Context: an optimization exercise on an open-source flow, tuned for small area, a short achievable clock period and few clock cycles. The choices shown serve that exercise and are no tape-out recipe. At most, simulation tests tie the RTL to the original design; equivalence was not proved. Power is estimated from default activity; no workload was simulated.

==> flow/design.v (excerpt) <==
module accelerator(
input clk,
input reset_n,
output SDRAM_readn,
output SDRAM_writen,
output SDRAM_chipselect,
input SDRAM_waitrequest,
output [31:0] SDRAM_address,
output [1:0] SDRAM_byteenable,
input SDRAM_readdatavalid,
input [15:0] SDRAM_readdata,
output [15:0] SDRAM_writedata,
input start,
output done
);
For scale: about 2200 cells after synthesis, ~440 flip-flops, ~75 I/O pins.
==> flow/config.mk <==
export PLATFORM = sky130hd
export DESIGN_NAME = accelerator
export DESIGN_NICKNAME = accelerator
export VERILOG_FILES = /design/flow/design.v
export SDC_FILE = /design/flow/constraint.sdc
export NUM_CORES = 4
export LEC_CHECK = 0
export ABC_AREA = 1
export ABC_CLOCK_PERIOD_IN_PS = 2500
export CAP_MARGIN = 5
export CORE_MARGIN = 2
export CORE_UTILIZATION = 60
export CTS_BUF_LIST = sky130_fd_sc_hd__clkbuf_8
export CTS_CLUSTER_DIAMETER = 60
export CTS_CLUSTER_SIZE = 16
export PLACE_DENSITY = 0.75
export SETUP_SLACK_MARGIN = 4.8
export SLEW_MARGIN = 5
==> flow/constraint.sdc <==
create_clock -name core_clock -period 7.5 [get_ports {clk}]
set_input_delay 1.5000 -clock core_clock [delete_from_list [all_inputs] [get_ports {clk}]]
set_output_delay 1.5000 -clock core_clock [all_outputs]
set_load 0.01 [all_outputs]
run.sh (not shown) runs the stock make flow with config.mk's settings and CLKGATE_MAP_FILE= SYNTH_SCRIPT=/design/flow/synth_recipe.tcl, a recipe that flattens the netlist after the stock synthesis.
The baseline ran to the end with no violations.
Then changed:
--- a/flow/design.v
+++ b/flow/design.v
@@ -172,46 +172,40 @@
 	input [3:0] m;
 	reg signed [5:0] t0, t1, t2, t3;
 	begin
 		t0 = m[0] ? {{2{w[3]}},  w[3:0]}   : 6'sd0;
 		t1 = m[1] ? {{2{w[7]}},  w[7:4]}   : 6'sd0;
 		t2 = m[2] ? {{2{w[11]}}, w[11:8]}  : 6'sd0;
 		t3 = m[3] ? {{2{w[15]}}, w[15:12]} : 6'sd0;
 		wsum = (t0 + t1) + (t2 + t3);
 	end
 endfunction
-reg q_v, q_b;
-reg signed [5:0] q_d [0:3];     
-wire signed [14:0] q_bias = {q_d[2][2:0], q_d[1], q_d[0]};
+reg q_v;
+reg signed [5:0] q_d [0:3];
+wire ld_b = rv_q && p_bf;
 reg e0;         
 integer i;
 always @(posedge clk) begin
-	q_v <= rv_q && !p_df;
-	q_b <= p_bf;
+	q_v <= rv_q && !p_df && !p_bf;
 	for (i = 0; i < 4; i = i + 1)
 		q_d[i] <= wsum(rd_q, img[i][3:0]);
-	if (p_bf) begin
-		q_d[0] <= bclamp[5:0];
-		q_d[1] <= bclamp[11:6];
-		q_d[2][2:0] <= bclamp[14:12];
-	end
 	for (i = 0; i < 4; i = i + 1)
 		if (rv_q && p_df && p_r == i)
 			img[i] <= {rd_q[15:4], p_lay ? zor : rd_q[3:0]};
 		else if (rv_q && !p_df && !p_bf && p_r == 2'd3)
 			img[i] <= {rd_q[15:12], img[i][15:4]};
-	if (q_v)
+	if (q_v || ld_b)
 		for (i = 0; i < 4; i = i + 1) begin
 			acc0[i] <= acc1[i];
 			acc1[i] <= acc2[i];
 			acc2[i] <= acc3[i];
-			acc3[i] <= q_b ? q_bias : acc0[i] + q_d[i];
+			acc3[i] <= ld_b ? bclamp : acc0[i] + q_d[i];
 		end
 end
 wire [3:0] res [0:3];
 genvar gi;
 generate for (gi = 0; gi < 4; gi = gi + 1) begin : g_res
 	assign res[gi] = {~acc3[gi][14], ~acc2[gi][14], ~acc1[gi][14], ~acc0[gi][14]};
 end endgenerate
 wire w_last = w_lay ? (wi == 4'd15) : (wi[1:0] == 2'd3);
 always @(posedge clk) begin
 	if (!reset_n) begin
- sequential share of layout area went down by 0.72 points
- maximum frequency went up by 7.2%
- final cell count rises by 2.5%
- utilization came out higher by 0.64 points
- combinational power fell by about 7%
- final area climbs by 1.2%
- wire length climbs by 3.4%
No functional check of the RTL was part of any run of this note.

* * *

The RTL this note starts from:
==> flow/design.v <==
module nn_ctr(
	input clk,
	input init,
	input step,
	output reg lay,         
	output reg bf,          
	output reg df,          
	output reg bp,          
	output reg [1:0] r,     
	output reg [1:0] j,     
	output reg [5:0] k,     
	output reg [6:0] n,     
	output reg nl,          
	output reg fin,         
	output lay_last,        
	output all_last         
);
	wire wph = !bf && !df;
	wire k_last = lay ? (k == 6'd49) : (k == 6'd48);
	wire n_last = lay ? (n == 7'd99) : (n == 7'd49);
	assign lay_last = nl && n_last && !lay;
	assign all_last = nl && n_last && lay;
	always @(posedge clk) begin
		if (init) begin
			lay <= 1'b0; bf <= 1'b0; df <= 1'b1; bp <= 1'b1; r <= 2'd0; j <= 2'd0;
			k <= 6'd0; n <= 7'd0; nl <= 1'b0; fin <= 1'b0;
		end else if (step) begin
			r <= r + 2'd1;
			nl <= wph && (r == 2'd2) && (lay || j == 2'd3) && k_last;
			if (r == 2'd3) begin
				if (df) begin
					df <= 1'b0;
					bf <= bp;
				end else if (bf) begin
					bf <= 1'b0;
					bp <= 1'b0;
				end else if (lay || j == 2'd3) begin
					j <= 2'd0;
					df <= 1'b1;
					if (k_last) begin
						k <= 6'd0;
						bp <= 1'b1;
						n <= n + 7'd1;
						if (n_last) begin
							if (!lay) lay <= 1'b1;
							else fin <= 1'b1;
						end
					end else
						k <= k + 6'd1;
				end else
					j <= j + 2'd1;
			end
		end
	end
endmodule
module accelerator(
input clk,
input reset_n,
output SDRAM_readn,
output SDRAM_writen,
output SDRAM_chipselect,
input SDRAM_waitrequest,
output [31:0] SDRAM_address,
output [1:0] SDRAM_byteenable,
input SDRAM_readdatavalid,
input [15:0] SDRAM_readdata,
output [15:0] SDRAM_writedata,
input start,
output done
);
assign SDRAM_chipselect = 1'b1;
assign SDRAM_byteenable = 2'b11;
localparam [16:0] B1_W = 17'd20000;
localparam [16:0] W1_W = 17'd20400;
localparam [16:0] Z1_W = 17'd71600;
localparam [16:0] Z2_W = 17'd91600;
localparam S_IDLE = 2'd0;
localparam S_RUN  = 2'd1;    
localparam S_END  = 2'd2;    
localparam S_DONE = 2'd3;
reg [1:0] st;
reg done_r;
reg o_rd, o_wr;
reg [16:0] o_addr;
reg [3:0] o_wd;
assign SDRAM_readn = ~o_rd;
assign SDRAM_writen = ~o_wr;
assign SDRAM_address = {14'd0, o_addr, 1'b0};
assign SDRAM_writedata = {3'd0, o_wd[3], 3'd0, o_wd[2], 3'd0, o_wd[1], 3'd0, o_wd[0]};
assign done = done_r;
wire idle = (st == S_IDLE);
wire adv = !(o_rd || o_wr) || !SDRAM_waitrequest;
reg rv_q;
reg [15:0] rd_q;
always @(posedge clk) begin
	rv_q <= SDRAM_readdatavalid;
	rd_q <= SDRAM_readdata;
end
reg wpend;             
reg wq;                
wire rd_ok = !wpend && (st == S_RUN) && !(s_bf && wq);
wire issue_wr = adv && wpend;
wire issue_rd = adv && rd_ok;
wire s_lay, s_bf, s_df, s_bp, s_nl, s_fin;
wire [1:0] s_r, s_j;
wire [5:0] s_k;
wire [6:0] s_n;
wire s_lay_last, s_all_last;
nn_ctr u_sctr(.clk(clk), .init(idle), .step(issue_rd),
	.lay(s_lay), .bf(s_bf), .df(s_df), .bp(s_bp), .r(s_r), .j(s_j), .k(s_k), .n(s_n), .nl(s_nl), .fin(s_fin),
	.lay_last(s_lay_last), .all_last(s_all_last));
wire p_lay, p_bf, p_df, p_bp, p_nl, p_fin;
wire [1:0] p_r, p_j;
wire [5:0] p_k;
wire [6:0] p_n;
wire p_lay_last, p_all_last;
nn_ctr u_pctr(.clk(clk), .init(idle), .step(rv_q),
	.lay(p_lay), .bf(p_bf), .df(p_df), .bp(p_bp), .r(p_r), .j(p_j), .k(p_k), .n(p_n), .nl(p_nl), .fin(p_fin),
	.lay_last(p_lay_last), .all_last(p_all_last));
reg [3:0] wi;          
reg w_lay;
reg [16:0] a_base;
reg [8:0] a_off;
always @(*) begin
	if (wpend) begin
		if (!w_lay) begin
			a_base = Z1_W - 17'd1 + 17'd50 * wi[1:0];
			a_off = {2'd0, p_n};
		end else begin
			a_base = Z2_W - 17'd204 + 17'd200 * wi[3:2];
			a_off = {p_n, wi[1:0]};
		end
	end else if (s_bf) begin
		a_base = B1_W;
		a_off = {s_n, s_r};
	end else if (!s_lay) begin
		a_base = 17'd49 * s_r;
		a_off = {3'd0, s_k};
	end else begin
		a_base = Z1_W + 17'd50 * s_r;
		a_off = {3'd0, s_k};
	end
end
wire [16:0] a_sum = a_base + a_off;
wire s_isw = !s_bf && !s_df;
reg [16:0] s_w;        
reg [16:0] s_wstep;
always @(*) begin
	if (s_nl)
		s_wstep = 17'd1;
	else if (s_r != 2'd3)
		s_wstep = s_lay ? 17'd50 : 17'd196;
	else
		s_wstep = s_lay ? (17'd1 - 17'd150) : (17'd1 - 17'd588);
end
always @(posedge clk) begin
	if (idle)
		s_w <= W1_W;
	else if (issue_rd && s_isw)
		s_w <= s_w + s_wstep;
end
reg [15:0] img [0:3];
reg signed [14:0] acc0 [0:3];
reg signed [14:0] acc1 [0:3];
reg signed [14:0] acc2 [0:3];
reg signed [14:0] acc3 [0:3];
wire signed [14:0] bclamp = (rd_q[15:13] == 3'b000 || rd_q[15:13] == 3'b111) ? rd_q[14:0] :
                            (rd_q[15] ? 15'h6000 : 15'h1fff);
wire [3:0] zor = {|rd_q[15:12], |rd_q[11:8], |rd_q[7:4], |rd_q[3:0]};
function signed [5:0] wsum;
	input [15:0] w;
	input [3:0] m;
	reg signed [5:0] t0, t1, t2, t3;
	begin
		t0 = m[0] ? {{2{w[3]}},  w[3:0]}   : 6'sd0;
		t1 = m[1] ? {{2{w[7]}},  w[7:4]}   : 6'sd0;
		t2 = m[2] ? {{2{w[11]}}, w[11:8]}  : 6'sd0;
		t3 = m[3] ? {{2{w[15]}}, w[15:12]} : 6'sd0;
		wsum = (t0 + t1) + (t2 + t3);
	end
endfunction
reg q_v, q_b;
reg signed [14:0] q_bias;
reg signed [5:0] q_d [0:3];
reg e0;         
integer i;
always @(posedge clk) begin
	q_v <= rv_q && !p_df;
	q_b <= p_bf;
	q_bias <= bclamp;
	for (i = 0; i < 4; i = i + 1)
		q_d[i] <= wsum(rd_q, img[i][3:0]);
	for (i = 0; i < 4; i = i + 1)
		if (rv_q && p_df && p_r == i)
			img[i] <= {rd_q[15:4], p_lay ? zor : rd_q[3:0]};
		else if (rv_q && !p_df && !p_bf && p_r == 2'd3)
			img[i] <= {rd_q[15:12], img[i][15:4]};
	if (q_v)
		for (i = 0; i < 4; i = i + 1) begin
			acc0[i] <= acc1[i];
			acc1[i] <= acc2[i];
			acc2[i] <= acc3[i];
			acc3[i] <= q_b ? q_bias : acc0[i] + q_d[i];
		end
end
wire [3:0] res [0:3];
genvar gi;
generate for (gi = 0; gi < 4; gi = gi + 1) begin : g_res
	assign res[gi] = {~acc3[gi][14], ~acc2[gi][14], ~acc1[gi][14], ~acc0[gi][14]};
end endgenerate
wire w_last = w_lay ? (wi == 4'd15) : (wi[1:0] == 2'd3);
always @(posedge clk) begin
	if (!reset_n) begin
		st <= S_IDLE;
		done_r <= 1'b0;
		o_rd <= 1'b0;
		o_wr <= 1'b0;
		e0 <= 1'b0;
		wpend <= 1'b0;
		wq <= 1'b0;
	end else begin
		e0 <= rv_q && p_nl && !idle;
		case (st)
		S_IDLE: if (start) st <= S_RUN;
		S_RUN:  if (issue_rd && s_all_last) st <= S_END;
		S_END:  if (!wq && !o_wr) begin st <= S_DONE; done_r <= 1'b1; end
		S_DONE: if (!start) begin st <= S_IDLE; done_r <= 1'b0; end
		default: st <= S_IDLE;
		endcase
		if (adv) begin
			o_wr <= wpend;
			o_rd <= rd_ok;
		end
		if (issue_wr && w_last) begin
			wpend <= 1'b0;
			wq <= 1'b0;
		end else begin
			if (e0)
				wpend <= 1'b1;
			if (issue_rd && s_nl)
				wq <= 1'b1;
		end
	end
end
always @(posedge clk) begin
	if (adv) begin
		o_addr <= (!wpend && s_isw) ? s_w : a_sum;
		o_wd <= w_lay ? {3'd0, res[wi[3:2]][wi[1:0]]} : res[wi[1:0]];
	end
	if (idle) begin
		wi <= 4'd0;
		w_lay <= 1'b0;
	end else if (issue_wr) begin
		if (w_last) begin
			wi <= 4'd0;
			w_lay <= p_lay;
		end else
			wi <= wi + 4'd1;
	end
end
endmodule
clock: 7.5 ns
lec_check: 0
abc_area: 1
abc_clock_period_in_ps: 2500
cap_margin: 5
core_margin: 2
core_utilization: 60
cts_buf_list: sky130_fd_sc_hd__clkbuf_8
cts_cluster_diameter: 60
cts_cluster_size: 16
place_density: 0.75
setup_slack_margin: 4.8
slew_margin: 5
Next try:
--- a/flow/design.v
+++ b/flow/design.v
@@ -124,20 +124,40 @@
 always @(*) begin
 	if (wpend) begin
 		if (!w_lay) begin
-			a_base = Z1_W - 17'd1 + 17'd50 * wi[1:0];
+			case (wi[1:0])
+			2'd0: a_base = Z1_W - 17'd1;
+			2'd1: a_base = Z1_W - 17'd1 + 17'd50;
+			2'd2: a_base = Z1_W - 17'd1 + 17'd100;
+			default: a_base = Z1_W - 17'd1 + 17'd150;
+			endcase
 			a_off = {2'd0, p_n};
 		end else begin
-			a_base = Z2_W - 17'd204 + 17'd200 * wi[3:2];
+			case (wi[3:2])
+			2'd0: a_base = Z2_W - 17'd204;
+			2'd1: a_base = Z2_W - 17'd204 + 17'd200;
+			2'd2: a_base = Z2_W - 17'd204 + 17'd400;
+			default: a_base = Z2_W - 17'd204 + 17'd600;
+			endcase
 			a_off = {p_n, wi[1:0]};
 		end
 	end else if (s_bf) begin
 		a_base = B1_W;
 		a_off = {s_n, s_r};
 	end else if (!s_lay) begin
-		a_base = 17'd49 * s_r;
+		case (s_r)
+		2'd0: a_base = 17'd0;
+		2'd1: a_base = 17'd49;
+		2'd2: a_base = 17'd98;
+		default: a_base = 17'd147;
+		endcase
 		a_off = {3'd0, s_k};
 	end else begin
-		a_base = Z1_W + 17'd50 * s_r;
+		case (s_r)
+		2'd0: a_base = Z1_W;
+		2'd1: a_base = Z1_W + 17'd50;
+		2'd2: a_base = Z1_W + 17'd100;
+		default: a_base = Z1_W + 17'd150;
+		endcase
 		a_off = {3'd0, s_k};
 	end
 end
@@ -179,15 +199,13 @@
 		wsum = (t0 + t1) + (t2 + t3);
 	end
 endfunction
-reg q_v, q_b;
-reg signed [14:0] q_bias;
+reg q_v;
 reg signed [5:0] q_d [0:3];
+wire ld_b = rv_q && p_bf;
 reg e0;         
 integer i;
 always @(posedge clk) begin
-	q_v <= rv_q && !p_df;
-	q_b <= p_bf;
-	q_bias <= bclamp;
+	q_v <= rv_q && !p_df && !p_bf;
 	for (i = 0; i < 4; i = i + 1)
 		q_d[i] <= wsum(rd_q, img[i][3:0]);
 	for (i = 0; i < 4; i = i + 1)
@@ -195,12 +213,12 @@
 			img[i] <= {rd_q[15:4], p_lay ? zor : rd_q[3:0]};
 		else if (rv_q && !p_df && !p_bf && p_r == 2'd3)
 			img[i] <= {rd_q[15:12], img[i][15:4]};
-	if (q_v)
+	if (q_v || ld_b)
 		for (i = 0; i < 4; i = i + 1) begin
 			acc0[i] <= acc1[i];
 			acc1[i] <= acc2[i];
 			acc2[i] <= acc3[i];
-			acc3[i] <= q_b ? q_bias : acc0[i] + q_d[i];
+			acc3[i] <= ld_b ? bclamp : acc0[i] + q_d[i];
 		end
 end
 wire [3:0] res [0:3];
Effect:
- synthesized area hardly moves
- critical path depth drops by 9
- register-to-register slack stays flat
- die area is about the same
- setup slack gets worse by 0.0075 ns
- maximum frequency hardly moves
- global-route usage climbs by 0.55 points
- non-clock buffer count drops by 21
- total power drops by about 0.3%
- combinational power climbs by about 4%
- final area drops by about 0.8%
Testbench counts after the change, summed over its fixed seeds: cycles 376,972.
Only the layout flow was run in the first run of this note; the RTL was not checked for function there.

* * *

accelerator, a different RTL version from the one above (not shown whole).
Size: about 1900 cells after synthesis, ~470 flip-flops, about 23000 sq um of cells after synthesis.
export LEC_CHECK = 0
export ABC_CLOCK_PERIOD_IN_PS = 2500
export CAP_MARGIN = 20
export CORE_MARGIN = 2
export CORE_UTILIZATION = 40
export CTS_BUF_LIST = sky130_fd_sc_hd__clkbuf_8
export CTS_CLUSTER_DIAMETER = 60
export CTS_CLUSTER_SIZE = 16
export PLACE_DENSITY = 0.6
export SETUP_SLACK_MARGIN = 4.8
export SLEW_MARGIN = 20
create_clock -name core_clock -period 7.5 [get_ports {clk}]
The first run produced a clean layout.
Next try:
--- a/flow/design.v
+++ b/flow/design.v
@@ -110,69 +110,58 @@
 wire [5:0] p_k;
 wire [6:0] p_n;
 wire p_lay_last, p_all_last;
 nn_ctr u_pctr(.clk(clk), .init(idle), .step(rv_q),
 	.lay(p_lay), .bf(p_bf), .df(p_df), .r(p_r), .j(p_j), .k(p_k), .n(p_n), .nl(p_nl), .fin(p_fin),
 	.lay_last(p_lay_last), .all_last(p_all_last));
 reg [3:0] wi;          
 reg w_lay;
 reg [3:0] res [0:3];   
 reg [16:0] a_base;
-reg [7:0] a_hi1;       
 reg [8:0] a_off;
 always @(*) begin
 	if (wpend) begin
 		if (!w_lay) begin
 			a_base = Z1_W - 17'd1 + 17'd50 * wi[1:0];
-			a_hi1 = (Z1_W - 17'd1 + 17'd50 * wi[1:0] + 17'd512) >> 9;
 			a_off = {2'd0, p_n};
 		end else begin
 			a_base = Z2_W - 17'd204 + 17'd200 * wi[3:2];
-			a_hi1 = (Z2_W - 17'd204 + 17'd200 * wi[3:2] + 17'd512) >> 9;
 			a_off = {p_n, wi[1:0]};
 		end
 	end else if (s_bf) begin
 		a_base = B1_W;
-		a_hi1 = (B1_W + 17'd512) >> 9;
 		a_off = {s_n, s_r};
 	end else if (!s_lay) begin
 		a_base = 17'd49 * s_r;
-		a_hi1 = (17'd49 * s_r + 17'd512) >> 9;
 		a_off = {3'd0, s_k};
 	end else begin
 		a_base = Z1_W + 17'd50 * s_r;
-		a_hi1 = (Z1_W + 17'd50 * s_r + 17'd512) >> 9;
 		a_off = {3'd0, s_k};
 	end
 end
-wire [9:0] a_lo = {1'b0, a_base[8:0]} + {1'b0, a_off};
-wire [16:0] a_sum = {a_lo[9] ? a_hi1 : a_base[16:9], a_lo[8:0]};
+wire [16:0] a_sum = a_base + a_off;
 wire s_isw = !s_bf && !s_df;
 reg [16:0] s_w;        
 reg [16:0] s_wstep;
 always @(*) begin
 	if (s_nl)
 		s_wstep = 17'd1;
 	else if (s_r != 2'd3)
 		s_wstep = s_lay ? 17'd50 : 17'd196;
 	else
 		s_wstep = s_lay ? (17'd1 - 17'd150) : (17'd1 - 17'd588);
 end
-wire [10:0] s_wlo = {1'b0, s_w[9:0]} + {1'b0, s_wstep[9:0]};
-wire s_wneg = s_wstep[16];
-wire [6:0] s_whi = (s_wlo[10] && !s_wneg) ? s_w[16:10] + 7'd1 :
-                   (!s_wlo[10] && s_wneg) ? s_w[16:10] - 7'd1 : s_w[16:10];
 always @(posedge clk) begin
 	if (idle)
 		s_w <= W1_W;
 	else if (issue_rd && s_isw)
-		s_w <= {s_whi, s_wlo[9:0]};
+		s_w <= s_w + s_wstep;
 end
 reg [15:0] img [0:3];
 reg signed [14:0] acc0 [0:3];
 reg signed [14:0] acc1 [0:3];
 reg signed [14:0] acc2 [0:3];
 reg signed [14:0] acc3 [0:3];
 wire signed [14:0] bclamp = (rd_q[15:13] == 3'b000 || rd_q[15:13] == 3'b111) ? rd_q[14:0] :
                             (rd_q[15] ? 15'h6000 : 15'h1fff);
 wire [3:0] zor = {|rd_q[15:12], |rd_q[11:8], |rd_q[7:4], |rd_q[3:0]};
 function signed [5:0] wsum;
What happened: The new run ran to the end with no violations. Non-clock buffer count came out higher by 24. Hold slack improves by 0.029 ns. Worst setup slack improves by 0.90 ns. Utilization came out higher by 0.71 points. Cell count came out higher by 1.7%. Combinational power came out higher by about 1%. Via count came out higher by 1.6%. Cell area came out higher by 1.9%. First-iteration DRC count came out higher by 11%. Clock skew came out lower by 0.029 ns. Clock power came out lower by about 3%.
Testbench counts after the change, summed over its fixed seeds: cycles 376,314.
Function not checked in the first run of this note: the RTL went through the layout flow alone.

[afterwards: timing with drivers on the ports]
How much do the figures lean on ideal ports? The routed layouts below were timed once more, with nothing changed but the port constraints. Step 1: set_driving_cell puts a clkbuf_16 on clk and a buf_2 on each other input, an assumption about the parent block. Step 2 also shifts input and output timing later by t, the mid clock arrival at the registers, as if the neighbouring blocks saw the same clock. Three values: ideal ports, drivers, drivers and shift; two values: the first two.
run | t, ns | slack for setup (ns) | hold slack, ns | clock arrival spread, ns | worst register clock-pin slew, ns
the first run of note 1 | 0.660 | 4.566 / 4.566 / 4.269 | 0.414 / 0.414 / 0.414 | 0.027 / 0.026 | 0.11 / 0.11
the second run of note 1 | 0.645 | 4.764 / 4.758 / 4.574 | 0.409 / 0.409 / 0.409 | 0.038 / 0.038 | 0.11 / 0.11
the first run of note 2 | 0.651 | 4.768 / 4.768 / 4.442 | 0.401 / 0.401 / 0.401 | 0.032 / 0.032 | 0.11 / 0.11
the second run of note 2 | 0.636 | 4.761 / 4.737 / 4.241 | 0.416 / 0.416 / 0.416 | 0.043 / 0.044 | 0.10 / 0.10
the first run of note 3 | 0.682 | 3.758 / 3.758 / 3.758 | 0.373 / 0.373 / 0.373 | 0.073 / 0.072 | 0.10 / 0.10
the second run of note 3 | 0.672 | 4.656 / 4.656 / 4.285 | 0.402 / 0.402 / 0.402 | 0.047 / 0.047 | 0.10 / 0.10
After both steps every run listed still meets setup and hold. For the second run of note 2, which loses most, drivers alone change the setup slack by -0.024 ns; drivers and shift together by -0.520 ns.
